This design comes from an exercise in tuning for small area, a short achievable clock period and few clock cycles on the open sky130 flow, not from production work.
Where RTL was checked, it was by simulation tests only, not by an equivalence proof against the original.

## north
==> flow/design.v (excerpt) <==
module interpolation (
    input           clk,
    input           RST,
    input           START,
    input   [5:0]   H0,
    input   [5:0]   V0,
    input   [3:0]   SW,
    input   [3:0]   SH,
    output          REN,
    input   [7:0]   R_DATA,
    output  [11:0]  ADDR,
    output  [7:0]   O_DATA,
    output          O_VALID
);
Size: about 190 flip-flops.
clock: 12.0 ns
lec_check: 0
cap_margin: 20
core_margin: 2
core_utilization: 40
cts_buf_list: sky130_fd_sc_hd__clkbuf_8
cts_cluster_size: 22
place_density: 0.6
slew_margin: 20
standard.sh (not shown) runs the stock make flow with config.mk's settings and CLKGATE_MAP_FILE= SYNTH_SCRIPT=/design/flow/synth_recipe.tcl, a recipe that flattens the netlist after the stock synthesis.
==> flow/flow/run.sh <==
#!/bin/bash
# The standard layout, with repair_timing aiming below the clock period and
# port buffers of the smallest buffer cell.
set -euo pipefail
bash standard.sh SETUP_SLACK_MARGIN=8.6 "BUFFER_PORTS_ARGS=-buffer_cell sky130_fd_sc_hd__buf_1"  finish > flow_standard.log 2>&1
north closes out successfully: all stages finished, all timing, DRC and antenna checks passed.
Edits applied to the flow inputs when going from north to south:
Settings: ABC_CLOCK_PERIOD_IN_PS: unset -> 3000; CTS_CLUSTER_SIZE: 22 -> unset.
### Flow results
south closes out successfully: all stages finished, all timing, DRC and antenna checks passed.
Layout inverter count without the clock tree: south vs north identical
Clock net sink count: north vs south identical
Wire length of the first global-routing pass: south vs north identical
Diff south..north | height of the die | unchanged
north -> south: maximum buffer depth of the clock tree delta 0, exact match
Total number of vias delta (north -> south): insignificant
## Diff of input files: east against south
Settings: removing ABC_CLOCK_PERIOD_IN_PS (formerly 3000).
==> flow/flow/run.sh <==
#!/bin/bash
# The standard layout, with repair_timing aiming below the clock period and
# port buffers of the smallest buffer cell.
set -euo pipefail
bash standard.sh SETUP_SLACK_MARGIN=8.6 "BUFFER_PORTS_ARGS=-buffer_cell sky130_fd_sc_hd__buf_1" "CTS_ARGS=-sink_clustering_enable -repair_clock_nets -buf_list sky130_fd_sc_hd__clkbuf_16 -root_buf sky130_fd_sc_hd__clkbuf_16 -sink_clustering_size 50 -sink_clustering_max_diameter 300 -dont_use_dummy_load" finish > flow_standard.log 2>&1
==> summary.txt <==
Summary: with south as the reference, area of all placed cells without fillers in east moved up slightly.
On utilization, the higher figure sits with east, not south.
Between east and south, count of non-filler cells in the finished layout is higher for south, east comes in under that.
For west, these inputs were changed with respect to east:
Settings: ABC_CLOCK_PERIOD_IN_PS: unset -> 6000.
==> flow/flow/run.sh <==
#!/bin/bash
# The standard layout, with repair_timing aiming below the clock period and
# port buffers of the smallest buffer cell.
set -euo pipefail
bash standard.sh SETUP_SLACK_MARGIN=8.6 "BUFFER_PORTS_ARGS=-buffer_cell sky130_fd_sc_hd__buf_1"  finish > flow_standard.log 2>&1
Notes after the runs:
- Between east and west, the distinct cell type count of the synthesized netlist does not differ in any meaningful way.
- Comparing via count of the first global-routing pass for west and east, the bigger number came from west.
- Changes observed in west relative to east: number of signal-net buffers in the layout saw a decrease; final critical-path share of the clock period saw an increase.
- met1 wire length went up slightly going from east to west.
- Via count (west vs. east) increases slightly
- Compared west vs east, and cell area is down in west.
- Cmp west and east / count of clock-buffer cells in the layout / higher: west
No functional check of the RTL was part of any run of this note.

* * *

## job 8465
The RTL this note starts from:
==> flow/design.v <==
module interpolation (
    input           clk,
    input           RST,
    input           START,
    input   [5:0]   H0,
    input   [5:0]   V0,
    input   [3:0]   SW,
    input   [3:0]   SH,
    output          REN,
    input   [7:0]   R_DATA,
    output  [11:0]  ADDR,
    output  [7:0]   O_DATA,
    output          O_VALID
);
    parameter Q = 5;
    reg [5:0] h0;
    reg [3:0] dh, dv;            
    reg       ract;
    reg [4:0] rrow;              
    reg [3:0] rfv;               
    reg [5:0] rtop;              
    reg [3:0] rj;                
    reg       rph;               
    reg [11:0] addr;
    reg       ren;
    reg [2:0] cr;                
    reg       b1, v2, b2, v3, b3, p4;
    reg [3:0] f1, f2, f3;
    reg [7:0] rd, ta;              
    reg [12:0] vp;
    reg [7:0] q [0:Q-1];
    reg [2:0] cnt;
    reg [4:0] oc;                
    reg [3:0] ofh;
    reg       hc, hl;            
    reg [12:0] hp;
    reg       hv;
    reg [7:0] odata;
    reg       ovalid;
    assign REN = ren;
    assign ADDR = addr;
    assign O_DATA = odata;
    assign O_VALID = ovalid;
    localparam [4:0] FIRST = 5'd1, LAST = 5'd24;
    function [4:0] step;
        input [4:0] x;
        step = {x[3:0], x[4] ^ x[2]};
    endfunction
    function [12:0] lerp_a;
        input [7:0] a, b;
        input [3:0] f;
        reg [7:0] m0, m1, m2, m3;
        reg [9:0] p, r;
        reg [4:0] lo;
        begin
            m0 = f[0] ? b : a;
            m1 = f[1] ? b : a;
            m2 = f[2] ? b : a;
            m3 = f[3] ? b : a;
            p = {2'b0, a} + {2'b0, m0} + {1'b0, m1, 1'b0};
            r = {2'b0, m2} + {1'b0, m3, 1'b0};
            lo = {1'b0, p[5:2]} + {1'b0, r[3:0]};
            lerp_a = {p[9:6], r[9:4], lo[4], lo[3:2]};
        end
    endfunction
    function [7:0] lerp_b;
        input [12:0] x;
        reg [5:0] hi;
        begin
            hi = {2'b0, x[12:9]} + x[8:3] + {5'b0, x[2]};
            lerp_b = {hi, x[1:0]};
        end
    endfunction
    wire       prod = p4;
    wire [7:0] cval = lerp_b(vp);
    wire [7:0] qL = q[0];
    wire [7:0] qR = q[1];
    wire       hz = (ofh == 4'd0);
    wire       fire = (cnt != 3'd0) && (hz || cnt > 3'd1);
    wire       shift = fire && (hl || hc);
    wire [4:0] hsum = {1'b0, ofh} + {1'b0, dh};
    wire [4:0] hnext = {1'b0, hsum[3:0]} + {1'b0, dh};
    wire [4:0] ocnext = step(oc);
    wire       issue_first = ract && !rph && (cr != 3'd0 || shift);
    wire       issue = issue_first || (ract && rph);
    wire       direct = (rfv == 4'd0);
    wire       col_done = rph || (issue_first && direct);
    wire       row_done = col_done && (rj == dh);
    wire [4:0] vsum = {1'b0, rfv} + {1'b0, dv};
    wire [5:0] rbot = rtop + 6'd1;
    wire [2:0] wslot = cnt - {2'b0, shift};
    always @(posedge clk or posedge RST) begin
        if (RST) begin
            ract <= 1'b0;
            v2 <= 1'b0;
            v3 <= 1'b0;
            p4 <= 1'b0;
            cnt <= 3'd0;
            cr <= Q;
            hv <= 1'b0;
            ovalid <= 1'b0;
        end else begin
            v2 <= !ren;
            v3 <= v2;
            p4 <= v3 && (b3 || f3 == 4'd0);
            cr <= cr - {2'b0, issue_first} + {2'b0, shift};
            if (row_done && rrow == LAST) ract <= 1'b0;
            if (START) ract <= 1'b1;
            cnt <= cnt - {2'b0, shift} + {2'b0, prod};
            hv <= fire;
            ovalid <= hv;
        end
    end
    integer i;
    always @(posedge clk) begin
        rd <= R_DATA;
        ta <= b2 ? rd : R_DATA;
        b1 <= rph;
        b2 <= b1;
        b3 <= b2;
        vp <= lerp_a(ta, rd, f3);
        f1 <= rfv;
        f2 <= f1;
        f3 <= f2;
        ren <= !issue;
        addr <= {rph ? rbot : rtop, h0 + {2'b0, rj}};
        if (issue_first && !direct) rph <= 1'b1;
        if (col_done) begin
            rph <= 1'b0;
            if (row_done) begin
                rj <= 4'd0;
                rrow <= step(rrow);
                rfv <= vsum[3:0];
                if (vsum[4]) rtop <= rbot;
            end else begin
                rj <= rj + 4'd1;
            end
        end
        for (i = 0; i < Q; i = i + 1) begin
            if (prod && wslot == i)
                q[i] <= cval;
            else if (shift && i < Q - 1)
                q[i] <= q[i + 1];
        end
        hp <= lerp_a(qL, qR, ofh);
        odata <= lerp_b(hp);
        if (fire) begin
            if (hl) begin
                oc <= FIRST;
                ofh <= 4'd0;
                hc <= 1'b0;
                hl <= 1'b0;
            end else begin
                oc <= ocnext;
                ofh <= hsum[3:0];
                hc <= hnext[4];
                hl <= (ocnext == LAST);
            end
        end
        if (START) begin
            h0 <= H0;
            dh <= SW - 4'd1;
            dv <= SH - 4'd1;
            rtop <= V0;
            rfv <= 4'd0;
            rrow <= FIRST;
            rj <= 4'd0;
            rph <= 1'b0;
            oc <= FIRST;
            ofh <= 4'd0;
            hc <= 1'b0;
            hl <= 1'b0;
        end
    end
endmodule
==> flow/config.mk <==
export PLATFORM = sky130hd
export DESIGN_NAME = interpolation
export DESIGN_NICKNAME = interpolation
export VERILOG_FILES = /design/flow/design.v
export SDC_FILE = /design/flow/constraint.sdc
export NUM_CORES = 4
export LEC_CHECK = 0
export CAP_MARGIN = 20
export CORE_MARGIN = 2
export CORE_UTILIZATION = 60
export CTS_BUF_LIST = sky130_fd_sc_hd__clkbuf_8
export PLACE_DENSITY = 0.8
export SLEW_MARGIN = 20
==> flow/constraint.sdc <==
create_clock -name core_clock -period 12.0 [get_ports {clk}]
set_input_delay 2.4000 -clock core_clock [delete_from_list [all_inputs] [get_ports {clk}]]
set_output_delay 2.4000 -clock core_clock [all_outputs]
set_load 0.01 [all_outputs]
==> flow/flow/run.sh <==
#!/bin/bash
# The standard layout, with repair_timing aiming below the clock period and
# port buffers of the smallest buffer cell.
set -euo pipefail
bash standard.sh SETUP_SLACK_MARGIN=8.6 "BUFFER_PORTS_ARGS=-buffer_cell sky130_fd_sc_hd__buf_1" "CTS_ARGS=-sink_clustering_enable -repair_clock_nets -buf_list sky130_fd_sc_hd__clkbuf_8 -root_buf sky130_fd_sc_hd__clkbuf_16 -sink_clustering_size 30 -sink_clustering_max_diameter 300 -sink_buffer_max_cap_derate 1.0 -dont_use_dummy_load" finish > flow_standard.log 2>&1
Testbench counts of job 8465, summed over its fixed seeds: cycles 32,963.
Modified inputs, job 4541 compared to job 8465
==> flow/flow/run.sh <==
#!/bin/bash
# The standard layout, with repair_timing aiming below the clock period and
# port buffers of the smallest buffer cell.
set -euo pipefail
bash standard.sh SETUP_SLACK_MARGIN=9.0 "BUFFER_PORTS_ARGS=-buffer_cell sky130_fd_sc_hd__buf_1" "CTS_ARGS=-sink_clustering_enable -repair_clock_nets -buf_list sky130_fd_sc_hd__clkbuf_8 -root_buf sky130_fd_sc_hd__clkbuf_16 -sink_clustering_size 30 -sink_clustering_max_diameter 300 -sink_buffer_max_cap_derate 1.0 -dont_use_dummy_load" finish > flow_standard.log 2>&1
-- flow/config.mk --
<<< job 8465, line 8
export CAP_MARGIN = 20
export CORE_MARGIN = 2
export CORE_UTILIZATION = 60
export CTS_BUF_LIST = sky130_fd_sc_hd__clkbuf_8
export PLACE_DENSITY = 0.8
export SLEW_MARGIN = 20
>>> job 4541, line 8
export CAP_MARGIN = 20
export CORE_MARGIN = 2
export CORE_UTILIZATION = 40
export CTS_BUF_LIST = sky130_fd_sc_hd__clkbuf_8
export PLACE_DENSITY = 0.6
export SLEW_MARGIN = 20
--- outcome ---
In job 4541 relative to job 8465, global-route wire length before repair had gone up by a few percent. Compared job 4541 vs job 8465, and cell area after layout is up in job 4541. [job 4541] wire length on met1 rose about 17% relative to job 8465. Job 8465 → job 4541: final period utilization went down by 0.16 points. Of the two candidates, job 8465 has the worse fmax and job 4541 the better one. [compare] base=job 8465 new=job 4541: sequential share of layout area -2.3 points. For the height of the die, job 4541 came in 27 um higher than job 8465 did.
For job 1495, these inputs were changed with respect to job 4541:
==> flow/flow/run.sh <==
#!/bin/bash
# The standard layout, with repair_timing aiming below the clock period and
# port buffers of the smallest buffer cell.
set -euo pipefail
bash standard.sh SETUP_SLACK_MARGIN=8.6 "BUFFER_PORTS_ARGS=-buffer_cell sky130_fd_sc_hd__buf_1" "CTS_ARGS=-sink_clustering_enable -repair_clock_nets -buf_list sky130_fd_sc_hd__clkbuf_8 -root_buf sky130_fd_sc_hd__clkbuf_16 -sink_clustering_size 30 -sink_clustering_max_diameter 300 -sink_buffer_max_cap_derate 1.0 -dont_use_dummy_load" finish > flow_standard.log 2>&1
--- outcome ---
Per the comparison of job 1495 with job 4541, via count shrank by 1.7%, utilization after layout lost 2.2 points, tap cell count neither gained nor lost much, final setup slack of the worst path grew by 10 ps.
Taking job 4541 as the reference, in job 1495 met3 layer wire length in the routed design -about 10%, final wirelength decreased 7.2%, pre-CTS worst setup slack fell by 36 ps, met3 track utilization from global routing rose 0.20 points.
Relative to job 1495, the following input files were edited for job 2603:
==> flow/flow/run.sh <==
#!/bin/bash
# The standard layout, with repair_timing aiming below the clock period and
# port buffers of the smallest buffer cell.
set -euo pipefail
bash standard.sh SETUP_SLACK_MARGIN=8.8 "BUFFER_PORTS_ARGS=-buffer_cell sky130_fd_sc_hd__buf_1" "CTS_ARGS=-sink_clustering_enable -repair_clock_nets -buf_list sky130_fd_sc_hd__clkbuf_8 -root_buf sky130_fd_sc_hd__clkbuf_16 -sink_clustering_size 30 -sink_clustering_max_diameter 300 -sink_buffer_max_cap_derate 1.0 -dont_use_dummy_load" finish > flow_standard.log 2>&1
--- outcome ---
Job 2603 against job 1495; detailed-route wire length per cell is up slightly. Relative to job 1495, final cell count increased by 8 in job 2603. There was hardly any difference in placer's final routability congestion estimate between job 2603 and job 1495. Looking at fraction of layout cells with a size suffix above 1, job 2603 sits above job 1495. Looking at first-iteration DRC count across both flows, job 2603 is the weaker of the two, with job 1495 ahead. From job 1495 to job 2603 the numbers moved as follows: hold slack about even, area of the mapped netlist about even. Job 2603 and job 1495 ended up with nearly the same synthesized cell count. Diff job 2603..job 1495 | clock slew at the register clock pins of the worst setup and hold paths | negligible.

## port drivers added, routing unchanged
How much do the figures lean on ideal ports? The routed layouts below were timed once more, with nothing changed but the port constraints.
Step 1: set_driving_cell puts a clkbuf_16 on clk and a buf_2 on each other input, an assumption about the parent block.
Step 2 times the ports against the registers' clock, not the clock port: input delays grow and output delays shrink by t, the midpoint of the rising clock arrivals with the driver on.
a / b / c = ideal ports / drivers / drivers and shift; a / b = the first two.
run | t, ns | slack for setup (ns) | pins driven straight from the clock port
north | 0.481 | 8.639 / 8.603 / 8.393 | 1
south | 0.481 | 8.639 / 8.603 / 8.393 | 1
east | 0.455 | 8.680 / 8.638 / 8.385 | 1
west | 0.481 | 8.639 / 8.603 / 8.393 | 1
job 8465 | 0.410 | 8.676 / 8.634 / 8.449 | 1
job 4541 | 0.407 | 8.695 / 8.650 / 8.644 | 1
job 1495 | 0.415 | 8.705 / 8.661 / 8.397 | 1
job 2603 | 0.413 | 8.732 / 8.688 / 8.525 | 1
After both steps every run listed still meets setup and hold. For job 1495, which loses most, drivers alone change the setup slack by -0.044 ns; drivers and shift together by -0.308 ns.
